From an optimization exercise on the open Yosys and OpenROAD flow, aimed at small area; shortcuts taken in it are not production practice.
Function was checked by simulation only, so behaviour that the tests miss may differ from the original.
Power and IR drop assume default switching activity.

==> flow/design.v, too long to show whole: its modules and the start of the top module <==
// module OV2640_Registers: 6 lines
// module OV2640_Registers_logic: 1098 lines
// module ov2640_cfg_top: 109 lines
module ov2640_cfg_top (
    input        clk,                
    input        rst_n,              
    input        zoom_in,            
    input        zoom_out,           
    input        resend,             
    output       config_finished,    
    output       sioc,               
    output       siod_o,             
    output       siod_oe,            
    output       cam_reset,          
    output       cam_pwdn            
);
  // ...
==> flow/flow/run.sh <==
#!/bin/bash
# Layout flow: the standard flow (standard.sh), with one change: the
# synthesis maps the logic with an area-oriented ABC script (flow/my_abc.script,
# no gate up-sizing or buffering) instead of ORFS's. flow/my_synth.tcl swaps the
# script into the abc call and otherwise runs synth_recipe.tcl as it is, so the
# registers come out as the standard synthesis makes them.
set -euo pipefail
work=$(pwd)
sed "s#SYNTH_SCRIPT=[^ ]*#SYNTH_SCRIPT=$work/flow/my_synth.tcl#" standard.sh > my_standard.sh
grep -q "SYNTH_SCRIPT=$work/flow/my_synth.tcl" my_standard.sh
bash my_standard.sh > flow_make.log 2>&1 || { tail -50 flow_make.log; exit 1; }
tail -5 flow_make.log
==> flow/flow/my_abc.script <==
strash
&get -n
&dch
&nf -R 1000
&put
topo
==> flow/flow/my_synth.tcl <==
# Standard synthesis (synth_recipe.tcl) with two changes to how the logic is
# mapped, none to the registers (they are mapped before either takes effect):
#  - ABC runs flow/my_abc.script, an area-oriented mapping without ORFS's gate
#    up-sizing and buffering, in place of ORFS's script;
#  - Yosys does not pre-map adders to half/full-adder cells (ADDER_MAP_FILE
#    cleared), so ABC maps that logic too.
set my_abc_script [file join [file dirname [file normalize [info script]]] my_abc.script]
set ::env(ADDER_MAP_FILE) ""
proc abc {args} {
  global my_abc_script
  set i [lsearch -exact $args -script]
  if {$i >= 0} { set args [lreplace $args [expr {$i + 1}] [expr {$i + 1}] $my_abc_script] }
  yosys abc {*}$args
}
source [file join [file dirname [file normalize [info script]]] .. synth_recipe.tcl]
==> flow/standard.sh <==
#!/bin/bash
# synth_recipe.tcl (not shown) runs the flow's synth.tcl, then flattens the netlist and writes it again
# the make line also repeats each setting of config.mk as NAME=value (left out here)
make -C /OpenROAD-flow-scripts/flow DESIGN_CONFIG=/design/flow/config.mk WORK_HOME=/design/flow/orfs CLKGATE_MAP_FILE= SYNTH_SCRIPT=/design/flow/synth_recipe.tcl "${@:-finish}"
==> flow/config.mk <==
export PLATFORM = sky130hd
export DESIGN_NAME = ov2640_cfg_top
export DESIGN_NICKNAME = ov2640_cfg_top
export VERILOG_FILES = /design/flow/design.v
export SDC_FILE = /design/flow/constraint.sdc
export NUM_CORES = 4
export LEC_CHECK = 0
export CAP_MARGIN = 20
export CORE_MARGIN = 2
export CORE_UTILIZATION = 25
export SLEW_MARGIN = 20
==> flow/constraint.sdc <==
create_clock -name core_clock -period 10.0 [get_ports {clk}]
set_input_delay 2.0000 -clock core_clock [delete_from_list [all_inputs] [get_ports {clk}]]
set_output_delay 2.0000 -clock core_clock [all_outputs]
set_load 0.01 [all_outputs]
==> impl_summary.txt, run 1 <==
----------------------------------------------------
[Run status]
  Run status ... no timing/DRC/antenna violations

[Power]
  Pwr per Cell Area ... 65.31 nW/um^2
  Portion of total power attributed to combinational logic ... 0.038
  Final Total Pwr ... 375.9 uW

[GRT]
  Met3 track demand over resource in global routing ... 0.1621
  Busiest layer in global routing ... met2
  First-pass GRT wire length ... 47440 microns
  Remaining global-route overflow ... 0

[Layout]
  Commonest cells after routing, fill and taps aside ... 114 x sky130_fd_sc_hd__nor2_1, 102 x sky130_fd_sc_hd__nand2_1, 75 x sky130_fd_sc_hd__a21oi_1, 74 x sky130_fd_sc_hd__o21ai_0, 45 x sky130_fd_sc_hd__nor3_1
  Layout cell share with drive strength beyond 1 ... 0.03799
  Number of inserted filler cells in the final layout ... 2197
  Final core area utilization ... 0.2938
  Largest reg by FF count ... c
  Ant diodes ... 0
  Multi-input combinational area share ... 0.6943
  Fraction of standard cell area that is sequential ... 0.1704
  Area of all placed cells without fillers ... 5756 sq um
  Count of flip-flops and latches ... 41
  Signal buffers ... 32

[Worst setup path]
  Crit path launch type ... flop
  Cell depth of the worst setup path ... 15
  End point of the critical path ... siod_o

[Clock network]
  Clock Sinks ... 41
  Resize count post-CTS ... 0

[STA]
  Ratio of final minimum period to clock period ... 0.7996
  Count of final hold-check violations ... 0
  Pins over their slew limit ... 0
  Max Fclk ... 0.1251 GHz
  Unrepaired setup endpoints after global routing ... no

[Floorplanning]
  Placeable Area ... 19590 sq um
  Num rows ... 51

[Synthesis]
  Syn Area/Cell ... 6.446 sq um
  Area fraction of the dominant cell type after synthesis ... 0.09980

[Place]
  Half-perimeter wire length after placement ... 22670 microns

[Route]
  Detailed-routed wire length on met3 ... 5277 microns
  Iteration-0 DRC Markers ... 1849

----------------------------------------------------
==> inputs of run 2 (changes only) <==
==> flow/flow/run.sh (replaced) <==
#!/bin/bash
# Layout flow: the standard flow (standard.sh) with these changes:
#  - synthesis maps the logic with an area-oriented ABC script
#    (flow/my_abc.script: &deepsyn, then &dch/&nf mapping with mfs2
#    resubstitution; no gate up-sizing or buffering) instead of ORFS's.
#    flow/my_synth.tcl swaps that script into the abc call and otherwise runs
#    synth_recipe.tcl as it is, so the registers come out as the standard
#    synthesis makes them.
# Each tool's full output is in flow_make.log and in orfs/logs/.
set -euo pipefail
work=$(pwd)
sed "s#SYNTH_SCRIPT=[^ ]*#SYNTH_SCRIPT=$work/flow/my_synth.tcl#" standard.sh > my_standard.sh
grep -q "SYNTH_SCRIPT=$work/flow/my_synth.tcl" my_standard.sh
bash my_standard.sh > flow_make.log 2>&1 || { tail -50 flow_make.log; exit 1; }
tail -5 flow_make.log
==> flow/flow/my_abc.script (replaced) <==
strash
&get -n
&deepsyn -T 900
&put
&get -n
&dch -f
&nf -R 1000
&put
mfs2
strash
&get -n
&dch -f
&nf -R 1000
&put
mfs2
strash
&get -n
&dch -f
&nf -R 1000
&put
topo
--- a/flow/config.mk
+++ b/flow/config.mk
@@ -7,5 +7,5 @@
 export LEC_CHECK = 0
 export CAP_MARGIN = 20
 export CORE_MARGIN = 2
-export CORE_UTILIZATION = 25
+export CORE_UTILIZATION = 30
 export SLEW_MARGIN = 20
==> run 2 against run 1 <==
Effect of this change:
- still clean
- sequential power barely moved
- area after synthesis fell by 7.2%
- synthesized cell count fell by 7.7%
- hold slack got worse by 0.0085 ns
==> impl_summary.txt, run 2 <==
----------------------------------------------------
[Route]
  Final routed wire length divided by cell count ... 29.43 microns (was 30.64 microns)
  Routed vias/inst ... 7.149 (was 6.967)
  Vias ... 6806 (was 7531)
  Post-detailed-routing wire length ... 28020 microns (was 33120 microns)
  Remaining design rule violation count ... 0 (unchanged)
  Iteration-0 DRC Markers ... 1728 (was 1849)
  Antenna-violating nets left ... 0 (unchanged)
  Drt first pass iters ... 9 (was 11)

[Synthesis]
  Share of the synthesized area in compound gates (AO/OA/AOI/OAI) ... 0.3851 (was 0.3802)
  Number of distinct library cells after synthesis ... 51 (was 50)
  Share of the synthesized netlist area taken by xor and xnor gates ... 0.02257 (was 0.03318)
  Cell type with the highest aggregate area in the netlist ... sky130_fd_sc_hd__dfxtp_1 (unchanged)
  Basic-gate share of the synthesized area counting and, or, nand and nor cells ... 0.3703 (was 0.3820)
  Synthesized net count ... 723 (was 783)
  Number of standard cells after synthesis ... 718 (was 778)
  Number of synthesized register bits ... 41 (unchanged)
  Cell Area, Synth ... 4656 sq um (was 5015 sq um)
  Prevailing post-synth register cell ... sky130_fd_sc_hd__dfxtp_1 (unchanged)
  Post-synthesis share of cell area spent on full adders, half adders and majority gates ... 0 (unchanged)
  Warnings from Yosys ... 1 (unchanged)
  Number of flops mapped to enable cells by yosys ... 16 (unchanged)
  Most numerous cell in the Yosys netlist ... sky130_fd_sc_hd__nand2_1 (was sky130_fd_sc_hd__nor2_1)
  Post-synthesis sequential area ratio ... 0.2107 (was 0.1956)
  Top cells by count, synth ... 105 x sky130_fd_sc_hd__nand2_1, 90 x sky130_fd_sc_hd__nor2_1, 79 x sky130_fd_sc_hd__o21ai_0, 78 x sky130_fd_sc_hd__a21oi_1, 36 x sky130_fd_sc_hd__nand3_1 (was 114 x sky130_fd_sc_hd__nor2_1, 102 x sky130_fd_sc_hd__nand2_1, 75 x sky130_fd_sc_hd__a21oi_1, 74 x sky130_fd_sc_hd__o21ai_0, 45 x sky130_fd_sc_hd__nor3_1)
  Area fraction of the dominant cell type after synthesis ... 0.1075 (was 0.09980)
  Main combinational cell family by area after synthesis ... compound AO/OA/AOI/OAI gates (was simple AND/OR/NAND/NOR gates)
  Top area cells in the synthesized netlist ... sky130_fd_sc_hd__dfxtp_1 11%, sky130_fd_sc_hd__edfxtp_1 10%, sky130_fd_sc_hd__o21ai_0 8.5%, sky130_fd_sc_hd__nand2_1 8.5%, sky130_fd_sc_hd__a21oi_1 8.4% (was sky130_fd_sc_hd__dfxtp_1 10%, sky130_fd_sc_hd__edfxtp_1 9.6%, sky130_fd_sc_hd__nor2_1 8.5%, sky130_fd_sc_hd__nand2_1 7.6%, sky130_fd_sc_hd__a21oi_1 7.5%)
  Multiplexer share of the synthesized area ... 0 (unchanged)
  Async set-reset flop share out of synthesis ... 0 (unchanged)
  Syn Area/Cell ... 6.484 sq um (was 6.446 sq um)

[Layout]
  Area of all placed cells without fillers ... 5361 sq um (was 5756 sq um)
  Ant diodes ... 0 (unchanged)
  Layout cell share with drive strength beyond 1 ... 0.05236 (was 0.03799)
  Most frequent standard cell in the layout excluding fill and tap cells ... sky130_fd_sc_hd__nand2_1 (was sky130_fd_sc_hd__nor2_1)
  Footprint of the multi-input gates ... 3630 sq um (was 3996 sq um)
  Commonest cells after routing, fill and taps aside ... 105 x sky130_fd_sc_hd__nand2_1, 90 x sky130_fd_sc_hd__nor2_1, 79 x sky130_fd_sc_hd__o21ai_0, 78 x sky130_fd_sc_hd__a21oi_1, 36 x sky130_fd_sc_hd__nand3_1 (was 114 x sky130_fd_sc_hd__nor2_1, 102 x sky130_fd_sc_hd__nand2_1, 75 x sky130_fd_sc_hd__a21oi_1, 74 x sky130_fd_sc_hd__o21ai_0, 45 x sky130_fd_sc_hd__nor3_1)
  Storage element area ... 980.9 sq um (unchanged)
  Post-layout net count ... 768 (was 820)
  Number of inserted filler cells in the final layout ... 1697 (was 2197)
  Largest reg by FF count ... c (unchanged)
  Flip-flop count of the largest register after layout ... 14 (unchanged)
  Synth-to-Final Area Change ... 15.16% (was 14.77%)

[STA]
  Pins over their slew limit ... 0 (unchanged)
  Setup tns final ... 0 ns (unchanged)
  Max Fclk ... 0.1228 GHz (was 0.1251 GHz)
  Worst slew pin tran ... 1.053 ns (was 1.132 ns)
  Worst slew slack as a fraction of its limit ... 0.2887 (was 0.2452)
  Min Clock Period, post-route ... 8.141 ns (was 7.996 ns)
  Final setup skew ... 0.006808 ns (was 0.007626 ns)
  Number of setup violations in the final report ... 0 (unchanged)
  Count of final hold-check violations ... 0 (unchanged)
  Ratio of final minimum period to clock period ... 0.8141 (was 0.7996)
  Smallest hold slack ... 0.4327 ns (was 0.4412 ns)
  Unrepaired setup endpoints after global routing ... no (unchanged)

[Clock network]
  CTS Buffer Depth ... 2 (unchanged)
  Clock Sinks ... 41 (unchanged)
  Post-CTS clock slew at the launch and capture registers of the worst setup and hold paths ... 0.07 ns (was 0.06 ns)
  H-tree depth ... 2 (unchanged)
  Post-CTS setup buffer count ... 0 (unchanged)
  Resize count post-CTS ... 0 (unchanged)
  Number of clock buffers inserted by TritonCTS ... 5 (unchanged)
  Hold buffers post-CTS ... 0 (unchanged)
  Clock root buffer ... sky130_fd_sc_hd__clkbuf_16 (unchanged)
  Clock tree from TritonCTS ... done (unchanged)
  Clock latency on the worst-skew pair ... 0.29 ns (about the same)

[Power]
  Portion of total power attributed to combinational logic ... 0.038 (about the same)
  Final Total Pwr ... 373.3 uW (was 375.9 uW)
  Portion of total power attributed to sequential cells ... 0.487 (was 0.480)
  Leakage ... 1.819 nW (was 1.741 nW)
  Internal ... 292.3 uW (was 300.2 uW)
  Peak VDD IR ... 0.07755 mV (was 0.06464 mV)
  Switching share of power ... 0.2169 (was 0.2013)
  Pwr per Cell Area ... 69.63 nW/um^2 (was 65.31 nW/um^2)
  Switching pwr ... 80.99 uW (was 75.65 uW)
  Clock network fraction of total power ... 0.475 (was 0.482)

[Run status]
  Run status ... no timing/DRC/antenna violations (unchanged)

[Floorplanning]
  Starting Density ... 0.3063 (was 0.2560)
  Die width ... 128.6 microns (was 145.6 microns)
  Placeable Area ... 15200 sq um (was 19590 sq um)
  Height of the chip ... 128.6 microns (was 145.6 microns)
  Num rows ... 45 (was 51)
  Die area ... 16530 sq um (was 21210 sq um)
  Io pins ... 11 (unchanged)

[Hold path]
  Hold WC Path Type ... flop to flop (unchanged)

[Worst setup path]
  Peak per-stage delay on the critical path ... 0.61 ns (was 0.83 ns)
  Cell chain of the critical path ... buf_4 -> or2_0 -> nand2_1 -> nand3_1 -> o311ai_0 -> a21oi_1 -> clkinv_1 -> o22ai_1 -> nand2_1 -> nor2_1 -> nor3_1 -> nand3_1 -> nand2_1 -> a2111oi_0 -> o31ai_1 -> a31oi_1 -> o21ai_0 -> nor2_1 -> nor4_1 -> nor3_1 -> a31oi_1 -> clkdlybuf4s50_1 (was buf_4 -> or2_0 -> nor2_1 -> o21ai_0 -> o211ai_1 -> nor3_1 -> a21oi_1 -> a31oi_1 -> nor2_1 -> a2111oi_0 -> nor3_1 -> nand3_1 -> nor4_1 -> o31ai_1 -> clkdlybuf4s50_1)
  Family with the most delay on the worst path ... simple AND/OR/NAND/NOR gates (was compound AO/OA/AOI/OAI gates)
  Critical Path AT ... 6.14 ns (was 6.00 ns)
  Critical path capture point type ... output pin (unchanged)
  Worst path slowest cell ... sky130_fd_sc_hd__or2_0 (was sky130_fd_sc_hd__o21ai_0)
  Most prevalent standard cell on the critical path ... sky130_fd_sc_hd__nand2_1
  Crit path launch type ... flop (unchanged)
  Peak fanout along the critical path ... 20 (was 26)
  Buffering stage count on the worst path with inverters included ... 3 (was 2)
  Start-to-end type of the worst setup path ... flop to output pin (unchanged)
  CP Data Required Time ... 8.00 ns (about the same)

[GRT]
  Global-route usage over all layers ... 0.3364 (was 0.2995)
  Initial antenna violation count ... 0 (was 1)
  Via count of the first global-routing pass ... 6247 (was 6873)
  First-pass GRT wire length ... 41230 microns (was 47440 microns)
  Remaining global-route overflow ... 0 (unchanged)
  Maximum number of pins on one net before global-route repair ... 56 (was 54)

[Place]
  Final GP Congestion ... 1.147 (was 1.250)
  Placed cell area ... 5196 sq um (was 5592 sq um)
  Half-perimeter wire length after placement ... 20460 microns (was 22670 microns)
  Port Buffer Count ... 8 (unchanged)

[Run]
  Max-cap check violation count ... 0 (unchanged)

----------------------------------------------------
run 2: cell types whose count changed in the layout (fill, tap and decap cells not counted), moves of 5 or more:
cell / previous run / this run
sky130_fd_sc_hd__nor4_1: 19 / 13
sky130_fd_sc_hd__a211oi_1: 13 / 7
sky130_fd_sc_hd__nor2_1: 114 / 90
sky130_fd_sc_hd__o211ai_1: 17 / 9
sky130_fd_sc_hd__nor3_1: 45 / 32
sky130_fd_sc_hd__o21ai_0: 74 / 79
sky130_fd_sc_hd__and3_1: 3 / 8
sky130_fd_sc_hd__xor2_1: 9 / 3
sky130_fd_sc_hd__nor2b_1: 23 / 28
sky130_fd_sc_hd__o22ai_1: 17 / 8
sky130_fd_sc_hd__buf_4: 24 / 32
run 2: worst reg2reg max path, cell delays in order (launching register included):
cell and delay, ns:
sky130_fd_sc_hd__edfxtp_1 0.51, sky130_fd_sc_hd__buf_4 0.34, sky130_fd_sc_hd__or2_0 0.62, sky130_fd_sc_hd__nand2_1 0.48
sky130_fd_sc_hd__a31oi_1 0.31, sky130_fd_sc_hd__nand2_1 0.18, sky130_fd_sc_hd__nor2_1 0.13, sky130_fd_sc_hd__nand2_1 0.10
sky130_fd_sc_hd__nand2_1 0.44, sky130_fd_sc_hd__nand2_1 0.33, sky130_fd_sc_hd__nor3_1 0.25
run 2: layout make-up:
| class | instances | area share |
|---|---|---|
| Sequential cell | 41 | 0.1830 |
| Multi-Input combinational cell | 667 | 0.6770 |
| Timing Repair Buffer | 40 | 0.05974 |
| Clock inverter | 2 | 0.002800 |
| Inverter | 8 | 0.005601 |
| Tap cell | 188 | 0.04387 |
| Clock buffer | 6 | 0.02800 |
run 2: cells by family after synthesis:
family / after synthesis
xor+xnor: 12
compound gates: 287
flops: 41
other cells: 2
simple gates: 366
buf+inv: 10
run 2: power groups by stage:
stage	combinational [mW]	clock (mW)	sequential, mW
after floorplan	0.0106	0	0.184
after global placement	0.0142	0	0.185
after detailed placement	0.0145	0	0.185
after CTS	0.0145	0.183	0.182
after global routing	0.0168	0.189	0.182
final	0.0142	0.177	0.182
run 2: worst paths after layout:
kind | start | end | slack (ns) | cells past startpoint
max | cur[2] | siod_o | 1.86 | 22
min | rs_d | o | 0.43 | 1
max reg2reg | cur[2] | c[2] | 6.24 | 10
min reg2reg | rs_d | o | 0.43 | 1
run 2: stage by stage:
stage | util | instances | setup WS (ns)
after CTS | 0.3527 | 952 | 2.207
after global placement | 0.3418 | 944 | 2.513
after floorplan | - | 718 | 3.686
final | 0.3527 | 952 | 1.859
after global routing | 0.3527 | 952 | 1.700
after detailed placement | 0.3418 | 944 | 2.536
run 2: routing by layer:
layer  global-route usage  up-vias  share of wire
met4               0.2506        0           0.10
met3              0.08981      222           0.14
met1               0.4242     3016           0.36
met2               0.4916      700           0.39
met5                    0        -              0
li1                     -     2868              -
==> inputs of run 3 (changes only) <==
==> flow/flow/run.sh (replaced) <==
#!/bin/bash
# Layout flow: the standard flow (standard.sh) with these changes:
#  - synthesis maps the logic with an area-oriented ABC script
#    (flow/my_abc.script: &deepsyn for 25 minutes, then &dch/&nf mapping with mfs2
#    resubstitution; no gate up-sizing or buffering) instead of ORFS's.
#    flow/my_synth.tcl swaps that script into the abc call and otherwise runs
#    synth_recipe.tcl as it is, so the registers come out as the standard
#    synthesis makes them;
#  - clock tree: clkbuf_8 buffers, no sink clustering, no dummy loads (CTS_ARGS).
# Each tool's full output is in flow_make.log and in orfs/logs/.
set -euo pipefail
work=$(pwd)
sed "s#SYNTH_SCRIPT=[^ ]*#SYNTH_SCRIPT=$work/flow/my_synth.tcl#" standard.sh > my_standard.sh
grep -q "SYNTH_SCRIPT=$work/flow/my_synth.tcl" my_standard.sh
export CTS_ARGS="-repair_clock_nets -buf_list sky130_fd_sc_hd__clkbuf_8 -dont_use_dummy_load"
bash my_standard.sh > flow_make.log 2>&1 || { tail -50 flow_make.log; exit 1; }
tail -5 flow_make.log
--- a/flow/flow/my_abc.script
+++ b/flow/flow/my_abc.script
@@ -1,6 +1,6 @@
 strash
 &get -n
-&deepsyn -T 900
+&deepsyn -T 1500
 &put
 &get -n
 &dch -f
==> run 3 against run 2 <==
Effect of this change:
- still clean on timing, DRC and antenna
- count of clock-buffer cells in the layout shrank 1
- fmax shrank 0.68%
- via count shrank 0.26%
- area after synthesis is the same
- die area is the same
- critical path depth is the same
- utilization shrank 0.63 points
- clock skew grew 0.019 ns
- register-to-register slack gained 0.05 ns
- sequential share of layout area grew 0.33 points
==> impl_summary.txt, run 3 <==
----------------------------------------------------
[STA]
  Min Clock Period, post-route ... 8.197 ns (was 8.141 ns)
  Max Fclk ... 0.1220 GHz (was 0.1228 GHz)
  Ratio of final minimum period to clock period ... 0.8197 (was 0.8141)
  Smallest hold slack ... 0.4369 ns (was 0.4327 ns)
  Count of final hold-check violations ... 0 (unchanged)
  Worst slew slack as a fraction of its limit ... 0.2297 (was 0.2887)
  Pins over their slew limit ... 0 (unchanged)
  Number of setup violations in the final report ... 0 (unchanged)
  Unrepaired setup endpoints after global routing ... no (unchanged)
  Final setup skew ... 0.02565 ns (was 0.006808 ns)
  Worst setup margin ... 1.803 ns (was 1.859 ns)
  Worst slew pin tran ... 1.126 ns (was 1.053 ns)
  Setup tns final ... 0 ns (unchanged)

[Worst setup path]
  Startpoint of the worst-slack reg-to-reg timing path ... cur[2] (unchanged)
  Cell chain of the critical path ... buf_4 -> or2_0 -> nand2_1 -> nand3_1 -> o311ai_0 -> a21oi_1 -> clkinv_1 -> o22ai_1 -> nand2_1 -> nor2_1 -> nor3_1 -> nand3_1 -> nand2_1 -> a2111oi_0 -> o31ai_1 -> a31oi_1 -> o21ai_0 -> nor2_1 -> nor4_1 -> nor3_1 -> a31oi_1 -> clkdlybuf4s50_1 (unchanged)
  Worst flop-to-flop path endpoint ... c[2] (unchanged)
  Worst reg-to-reg path cell count ... 10 (unchanged)
  Peak fanout along the critical path ... 20 (unchanged)
  Worst path slowest cell ... sky130_fd_sc_hd__or2_0 (unchanged)
  Crit path launch type ... flop (unchanged)
  Most prevalent standard cell on the critical path ... sky130_fd_sc_hd__nand2_1 (unchanged)
  Peak per-stage delay on the critical path ... 0.59 ns (was 0.61 ns)
  Worst reg-to-reg setup slack ... 6.29 ns (was 6.24 ns)
  CP Data Required Time ... 8.00 ns (about the same)
  Start-to-end type of the worst setup path ... flop to output pin (unchanged)
  Critical Path AT ... 6.20 ns (was 6.14 ns)
  Critical path capture point type ... output pin (unchanged)

[Layout]
  Post-layout net count ... 768 (unchanged)
  Flip-flop count of the largest register after layout ... 14 (unchanged)
  Largest reg by FF count ... c (unchanged)
  Ant diodes ... 0 (unchanged)
  Commonest cells after routing, fill and taps aside ... 105 x sky130_fd_sc_hd__nand2_1, 90 x sky130_fd_sc_hd__nor2_1, 79 x sky130_fd_sc_hd__o21ai_0, 78 x sky130_fd_sc_hd__a21oi_1, 36 x sky130_fd_sc_hd__nand3_1 (unchanged)
  Number of inserted filler cells in the final layout ... 1710 (was 1697)
  Synth-to-Final Area Change ... 13.09% (was 15.16%)
  Layout cell share with drive strength beyond 1 ... 0.04862 (was 0.05236)
  Most frequent standard cell in the layout excluding fill and tap cells ... sky130_fd_sc_hd__nand2_1 (unchanged)

[Synthesis]
  Prevailing post-synth register cell ... sky130_fd_sc_hd__dfxtp_1 (unchanged)
  Top cells by count, synth ... 105 x sky130_fd_sc_hd__nand2_1, 90 x sky130_fd_sc_hd__nor2_1, 79 x sky130_fd_sc_hd__o21ai_0, 78 x sky130_fd_sc_hd__a21oi_1, 36 x sky130_fd_sc_hd__nand3_1 (unchanged)
  Number of flops mapped to enable cells by yosys ... 16 (unchanged)
  Warnings from Yosys ... 1 (unchanged)
  Top area cells in the synthesized netlist ... sky130_fd_sc_hd__dfxtp_1 11%, sky130_fd_sc_hd__edfxtp_1 10%, sky130_fd_sc_hd__o21ai_0 8.5%, sky130_fd_sc_hd__nand2_1 8.5%, sky130_fd_sc_hd__a21oi_1 8.4% (unchanged)
  Number of standard cells after synthesis ... 718 (unchanged)
  Cell type with the highest aggregate area in the netlist ... sky130_fd_sc_hd__dfxtp_1 (unchanged)
  Number of distinct library cells after synthesis ... 51 (unchanged)
  Most numerous cell in the Yosys netlist ... sky130_fd_sc_hd__nand2_1 (unchanged)
  Number of synthesized register bits ... 41 (unchanged)
  Syn Area/Cell ... 6.484 sq um (unchanged)
  Async set-reset flop share out of synthesis ... 0 (unchanged)
  Post-synthesis sequential area ratio ... 0.2107 (unchanged)
  Synthesized net count ... 723 (unchanged)
  Cell Area, Synth ... 4656 sq um (unchanged)
  Area fraction of the dominant cell type after synthesis ... 0.1075 (unchanged)

[Clock network]
  Clock Sinks ... 41 (unchanged)
  H-tree depth ... 2 (unchanged)
  CTS Buffer Depth ... 2 (unchanged)
  Hold buffers post-CTS ... 0 (unchanged)
  Clock latency on the worst-skew pair ... 0.30 ns (was 0.29 ns)
  Post-CTS clock slew at the launch and capture registers of the worst setup and hold paths ... 0.09 ns (was 0.07 ns)
  Post-CTS setup buffer count ... 0 (unchanged)
  Number of clock buffers inserted by TritonCTS ... 5 (unchanged)
  Clock tree from TritonCTS ... done (unchanged)
  Resize count post-CTS ... 0 (unchanged)
  Clock root buffer ... sky130_fd_sc_hd__clkbuf_8 (was sky130_fd_sc_hd__clkbuf_16)

[Power]
  Peak VDD IR ... 0.05828 mV (was 0.07755 mV)
  Pwr per Cell Area ... 56.01 nW/um^2 (was 69.63 nW/um^2)
  Leakage ... 1.772 nW (was 1.819 nW)

[Floorplanning]
  Die width ... 128.6 microns (unchanged)
  Die area ... 16530 sq um (unchanged)
  Num rows ... 45 (unchanged)
  Height of the chip ... 128.6 microns (unchanged)
  Starting Density ... 0.3063 (unchanged)
  Placeable Area ... 15200 sq um (unchanged)
  Io pins ... 11 (unchanged)

[Place]
  Half-perimeter wire length after placement ... 20460 microns (unchanged)
  Worst-case setup slack after placement ... 2.536 ns (unchanged)
  Final GP Congestion ... 1.147 (unchanged)
  Port Buffer Count ... 8 (unchanged)

[Route]
  Vias ... 6788 (was 6806)
  Iteration-0 DRC Markers ... 1551 (was 1728)
  Routed vias/inst ... 7.153 (was 7.149)
  Antenna-violating nets left ... 0 (unchanged)
  Remaining design rule violation count ... 0 (unchanged)
  Post-detailed-routing wire length ... 28100 microns (was 28020 microns)
  Drt first pass iters ... 6 (was 9)
  Final routed wire length divided by cell count ... 29.61 microns (was 29.43 microns)

[Hold path]
  Cell count of the worst hold path ... 1 (unchanged)
  Hold WC Path Type ... flop to flop (unchanged)
  Min-Delay Endpoint ... o (unchanged)
  Worst hold start ... rs_d (unchanged)

[GRT]
  First-pass GRT wire length ... 41210 microns (was 41230 microns)
  Global-route usage over all layers ... 0.3361 (was 0.3364)
  Via count of the first global-routing pass ... 6252 (was 6247)
  Remaining global-route overflow ... 0 (unchanged)
  Maximum number of pins on one net before global-route repair ... 56 (unchanged)
  Initial antenna violation count ... 0 (unchanged)

[Run]
  Max-cap check violation count ... 0 (unchanged)

[Run status]
  Run status ... no timing/DRC/antenna violations (unchanged)

----------------------------------------------------
==> run 3: cell counts after synthesis <==
Identical to the previous run, type by type.
==> run 3: metrics by stage <==
stage                     power, mW  cells  area, sq um  utilization
after floorplan              0.1948    718         4656            -
after global placement       0.1993    944         5196       0.3418
after detailed placement     0.1997    944         5196       0.3418
after CTS                    0.3013    949         5265       0.3463
after global routing         0.3092    949         5265       0.3463
final                        0.2949    949         5265       0.3463
==> run 3: cell families after synthesis <==
group,after synthesis,share of synthesized area
AO/OA/AOI/OAI,287,0.3851
XOR/XNOR,12,0.02258
buffers and inverters,10,0.009674
flip-flops,41,0.2107
other,2,0.001613
AND/OR/NAND/NOR,366,0.3703
==> run 3: final cells by class <==
type                       count  area, sq um  share of cell area
inverter                       8        30.03            0.005703
multi-input combinational    667         3630              0.6894
timing repair buffer          40        320.3             0.06084
tap                          188        235.2             0.04468
clock buffer                   5        68.82             0.01307
sequential                    41        980.9              0.1863
==> run 3: worst max-delay path, delay by kind of cell, from the launching register on <==
kind                   cells  cell delay (ns)
buffers and inverters      3             0.96
DFF                        1             0.51
and+or+nand+nor           11             2.27
AOI/OAI and AO/OA          8             2.15
==> run 3: power by group <==
group | leakage (nW) | switching [mW] | internal, mW
combinational | 1.38 | 0.00743 | 0.00684
clock | 0.0359 | 0.0540 | 0.0451
sequential | 0.353 | 0.00440 | 0.177
==> run 3: metal layers <==
layer | vias up | track usage | share of wire
li1 | 2853 | - | -
met1 | 3058 | 0.4242 | 0.37
met2 | 685 | 0.4906 | 0.40
met3 | 192 | 0.08898 | 0.13
met4 | 0 | 0.2513 | 0.095
met5 | - | 0 | 0
==> run 3: worst max path at each step <==
| stage | slack (ns) | endpoint | cells after the start | startpoint |
|---|---|---|---|---|
| 2_1_floorplan | 3.69 | siod_o | 17 | cur[4] |
| 3_5_place_dp | 2.54 | siod_o | 22 | cur[2] |
| 5_1_grt | 1.66 | siod_o | 22 | cur[3] |
| 6_report | 1.80 | siod_o | 22 | cur[2] |
| 3_3_place_gp | 2.51 | siod_o | 20 | cur[2] |
| 4_1_cts | 2.18 | siod_o | 22 | cur[2] |
==> inputs of run 4 (changes only) <==
--- a/flow/flow/run.sh
+++ b/flow/flow/run.sh
@@ -1,7 +1,7 @@
 #!/bin/bash
 # Layout flow: the standard flow (standard.sh) with these changes:
 #  - synthesis maps the logic with an area-oriented ABC script
-#    (flow/my_abc.script: &deepsyn for 25 minutes, then &dch/&nf mapping with mfs2
+#    (flow/my_abc.script: &deepsyn for 15 minutes, then &dch/&nf mapping with mfs2
 #    resubstitution; no gate up-sizing or buffering) instead of ORFS's.
 #    flow/my_synth.tcl swaps that script into the abc call and otherwise runs
 #    synth_recipe.tcl as it is, so the registers come out as the standard
--- a/flow/flow/my_abc.script
+++ b/flow/flow/my_abc.script
@@ -1,6 +1,6 @@
 strash
 &get -n
-&deepsyn -T 1500
+&deepsyn -T 900
 &put
 &get -n
 &dch -f
--- a/flow/config.mk
+++ b/flow/config.mk
@@ -7,5 +7,5 @@
 export LEC_CHECK = 0
 export CAP_MARGIN = 20
 export CORE_MARGIN = 2
-export CORE_UTILIZATION = 30
+export CORE_UTILIZATION = 40
 export SLEW_MARGIN = 20
==> run 4 against run 3 <==
Effect of this change:
- sequential cell count unchanged
- clock power down 2.9%
- combinational power up 3%
- synthesized cell count unchanged
- clock skew down 0.0042 ns
- non-clock buffer count down 9
- global-route usage up 9.0 points
- still clean
==> impl_summary.txt, run 4 <==
----------------------------------------------------
[Run status]
  Run status ... no timing/DRC/antenna violations (unchanged)

[Run]
  Max-cap check violation count ... 0 (unchanged)

[Layout]
  Commonest cells after routing, fill and taps aside ... 105 x sky130_fd_sc_hd__nand2_1, 90 x sky130_fd_sc_hd__nor2_1, 79 x sky130_fd_sc_hd__o21ai_0, 78 x sky130_fd_sc_hd__a21oi_1, 36 x sky130_fd_sc_hd__nand3_1 (unchanged)
  Most frequent standard cell in the layout excluding fill and tap cells ... sky130_fd_sc_hd__nand2_1 (unchanged)
  Post-layout net count ... 759 (was 768)
  Count of non-filler cells in the finished layout ... 895 (was 949)
  Synth-to-Final Area Change ... 10.70% (was 13.09%)
  Ant diodes ... 0 (unchanged)
  Largest reg by FF count ... c (unchanged)
  Layout cell share with drive strength beyond 1 ... 0.03989 (was 0.04862)
  Flip-flop count of the largest register after layout ... 14 (unchanged)

[GRT]
  Via count of the first global-routing pass ... 6358 (was 6252)
  Global-route usage over all layers ... 0.4265 (was 0.3361)
  Initial antenna violation count ... 2 (was 0)
  Remaining global-route overflow ... 0 (unchanged)
  Maximum number of pins on one net before global-route repair ... 57 (was 56)
  First-pass GRT wire length ... 40700 microns (was 41210 microns)

[STA]
  Pins over their slew limit ... 0 (unchanged)
  Worst slew pin tran ... 1.170 ns (was 1.126 ns)
  Worst slew slack as a fraction of its limit ... 0.2096 (was 0.2297)
  Final setup skew ... 0.02145 ns (was 0.02565 ns)
  Max Fclk ... 0.1253 GHz (was 0.1220 GHz)
  Min Clock Period, post-route ... 7.982 ns (was 8.197 ns)
  Setup tns final ... 0 ns (unchanged)
  Ratio of final minimum period to clock period ... 0.7982 (was 0.8197)
  Number of setup violations in the final report ... 0 (unchanged)
  Count of final hold-check violations ... 0 (unchanged)
  Unrepaired setup endpoints after global routing ... no (unchanged)

[Place]
  DP Cell Count ... 890 (was 944)
  Half-perimeter wire length after placement ... 19200 microns (was 20460 microns)
  Final GP Congestion ... 1.185 (was 1.147)
  Port Buffer Count ... 8 (unchanged)

[Worst setup path]
  Critical Path AT ... 5.98 ns (was 6.20 ns)
  Critical path capture point type ... output pin (unchanged)
  Start-to-end type of the worst setup path ... flop to output pin (unchanged)
  Peak fanout along the critical path ... 49 (was 20)
  Family with the most delay on the worst path ... compound AO/OA/AOI/OAI gates (was simple AND/OR/NAND/NOR gates)
  CP Data Required Time ... 8.00 ns (about the same)
  Worst path slowest cell ... sky130_fd_sc_hd__and2_0 (was sky130_fd_sc_hd__or2_0)
  Cell chain of the critical path ... buf_4 -> and2_0 -> nand2_1 -> xor2_1 -> a32o_1 -> o21ai_0 -> nand2_1 -> a21oi_1 -> nor2_1 -> a211oi_1 -> a2111oi_0 -> nor3_1 -> nor3_1 -> a31oi_1 -> clkdlybuf4s50_1 (was buf_4 -> or2_0 -> nand2_1 -> nand3_1 -> o311ai_0 -> a21oi_1 -> clkinv_1 -> o22ai_1 -> nand2_1 -> nor2_1 -> nor3_1 -> nand3_1 -> nand2_1 -> a2111oi_0 -> o31ai_1 -> a31oi_1 -> o21ai_0 -> nor2_1 -> nor4_1 -> nor3_1 -> a31oi_1 -> clkdlybuf4s50_1)
  Buffering stage count on the worst path with inverters included ... 2 (was 3)
  Peak per-stage delay on the critical path ... 0.80 ns (was 0.59 ns)
  Crit path launch type ... flop (unchanged)

[Clock network]
  Clock latency on the worst-skew pair ... 0.30 ns (about the same)
  Clock root buffer ... sky130_fd_sc_hd__clkbuf_8 (unchanged)
  Clock Sinks ... 41 (unchanged)
  Clock tree from TritonCTS ... done (unchanged)
  Number of clock buffers inserted by TritonCTS ... 5 (unchanged)
  Resize count post-CTS ... 0 (unchanged)
  CTS Buffer Depth ... 2 (unchanged)
  Hold buffers post-CTS ... 0 (unchanged)
  H-tree depth ... 2 (unchanged)
  Post-CTS setup buffer count ... 0 (unchanged)
  Post-CTS clock slew at the launch and capture registers of the worst setup and hold paths ... 0.08 ns (was 0.09 ns)

[Floorplanning]
  Die width ... 111.9 microns (was 128.6 microns)
  Die area ... 12520 sq um (was 16530 sq um)
  Num rows ... 39 (was 45)
  Placeable Area ... 11370 sq um (was 15200 sq um)
  Height of the chip ... 111.9 microns (was 128.6 microns)
  Io pins ... 11 (unchanged)
  Starting Density ... 0.4095 (was 0.3063)

[Route]
  Antenna-violating nets left ... 0 (unchanged)
  Routed vias/inst ... 7.792 (was 7.153)
  Vias ... 6974 (was 6788)
  Remaining design rule violation count ... 0 (unchanged)
  Drt first pass iters ... 9 (was 6)
  Iteration-0 DRC Markers ... 1510 (was 1551)
  Final routed wire length divided by cell count ... 30.73 microns (was 29.61 microns)
  Post-detailed-routing wire length ... 27500 microns (was 28100 microns)

[Power]
  Portion of total power attributed to combinational logic ... 0.050 (was 0.048)
  Leakage ... 1.729 nW (was 1.772 nW)
  Portion of total power attributed to sequential cells ... 0.621 (was 0.616)
  Peak VDD IR ... 0.09612 mV (was 0.05828 mV)
  Pwr per Cell Area ... 56.76 nW/um^2 (was 56.01 nW/um^2)
  Switching pwr ... 63.57 uW (was 65.83 uW)
  Clock network fraction of total power ... 0.329 (was 0.336)
  Switching share of power ... 0.2173 (was 0.2232)
  Final Total Pwr ... 292.5 uW (was 294.9 uW)
  Internal ... 229.0 uW (was 229.1 uW)

[Hold path]
  Hold WC Path Type ... flop to flop (unchanged)

[Synthesis]
  Async set-reset flop share out of synthesis ... 0 (unchanged)
  Synthesized net count ... 723 (unchanged)
  Cell type with the highest aggregate area in the netlist ... sky130_fd_sc_hd__dfxtp_1 (unchanged)
  Number of distinct library cells after synthesis ... 51 (unchanged)
  Number of standard cells after synthesis ... 718 (unchanged)
  Top cells by count, synth ... 105 x sky130_fd_sc_hd__nand2_1, 90 x sky130_fd_sc_hd__nor2_1, 79 x sky130_fd_sc_hd__o21ai_0, 78 x sky130_fd_sc_hd__a21oi_1, 36 x sky130_fd_sc_hd__nand3_1 (unchanged)
  Syn Area/Cell ... 6.484 sq um (unchanged)
  Prevailing post-synth register cell ... sky130_fd_sc_hd__dfxtp_1 (unchanged)
  Most numerous cell in the Yosys netlist ... sky130_fd_sc_hd__nand2_1 (unchanged)
  Warnings from Yosys ... 1 (unchanged)
  Number of synthesized register bits ... 41 (unchanged)
  Post-synthesis sequential area ratio ... 0.2107 (unchanged)
  Number of flops mapped to enable cells by yosys ... 16 (unchanged)
  Cell Area, Synth ... 4656 sq um (unchanged)
  Top area cells in the synthesized netlist ... sky130_fd_sc_hd__dfxtp_1 11%, sky130_fd_sc_hd__edfxtp_1 10%, sky130_fd_sc_hd__o21ai_0 8.5%, sky130_fd_sc_hd__nand2_1 8.5%, sky130_fd_sc_hd__a21oi_1 8.4% (unchanged)
  Area fraction of the dominant cell type after synthesis ... 0.1075 (unchanged)

----------------------------------------------------
-- run 4: layer usage --
layer  wire, microns  up-vias  global-route usage
met1            9251     3109              0.5013
li1                -     2832                   -
met4            2892        2              0.3029
met5              11        -                   0
met2           10750      777              0.6125
met3            4603      254              0.1949
-- run 4: worst paths after layout --
| kind | startpoint | end | slack [ns] | depth (start not counted) |
|---|---|---|---|---|
| max | cur[1] | siod_o | 2.02 | 15 |
| min | rs_d | o | 0.46 | 1 |
| max reg2reg | cur[4] | cur[2] | 6.13 | 8 |
| min reg2reg | rs_d | o | 0.46 | 1 |
-- run 4: cell families after synthesis --
| kind of cell | synth area share |
|---|---|
| xor gates and xnor gates | 0.02258 |
| other | 0.001613 |
| and+or+nand+nor | 0.3703 |
| DFF | 0.2107 |
| AOI/OAI and AO/OA | 0.3851 |
| buffers and inverters | 0.009674 |
-- run 4: power groups by stage --
stage               registers (mW)  logic (mW)  clock network, mW
global route                 0.182      0.0169              0.104
global placement             0.185      0.0138                  0
detailed placement           0.185      0.0147                  0
CTS                          0.182      0.0148             0.0982
finish                       0.182      0.0147             0.0962
floorplan                    0.184      0.0106                  0
-- run 4: cell type report --
type / instances / area, sq um
clock buffer: 5 / 68.82
fill: 1190 / 6216
inverter: 8 / 30.03
multi-input combinational: 667 / 3642
sequential: 41 / 980.9
tap: 143 / 178.9
timing repair buffer: 31 / 252.7
-- run 4: through the flow --
stage          hold WS [ns]  cell area (sq um)  setup slack [ns]    util
3_5_place_dp         0.4362               5072             2.720  0.4461
2_1_floorplan        0.4017               4656             3.686       -
4_1_cts              0.4498               5141             2.383  0.4522
3_3_place_gp         0.4111               5072             2.710  0.4461
5_1_grt              0.4607               5154             1.907  0.4533
6_report             0.4580               5154             2.018  0.4533

[port drivers added, routing unchanged]
How much do the figures lean on ideal ports? The routed layouts below were timed once more, with nothing changed but the port constraints.
Step 1 (the two cells are an assumption about what drives the block):
set clk [get_ports {clk}]
set_driving_cell -lib_cell sky130_fd_sc_hd__clkbuf_16 $clk
set_driving_cell -lib_cell sky130_fd_sc_hd__buf_2 [delete_from_list [all_inputs] $clk]
Step 2 moves the port delays by t, midway between the first and last clock arrival at a register: inputs arrive t later, outputs are due t later. That takes back most of the time a late clock gives input paths.
Three values: ideal ports, drivers, drivers and shift; two values: the first two.
run	shift t [ns]	setup slack, ns	hold slack, ns
run 1	0.317	2.004 / 1.970 / 2.287	0.441 / 0.441 / 0.441
run 2	0.322	1.859 / 1.822 / 2.144	0.433 / 0.433 / 0.433
run 3	0.321	1.803 / 1.772 / 2.093	0.437 / 0.437 / 0.437
run 4	0.315	2.018 / 1.990 / 2.304	0.458 / 0.458 / 0.458
After both steps setup and hold are still met in every run listed.
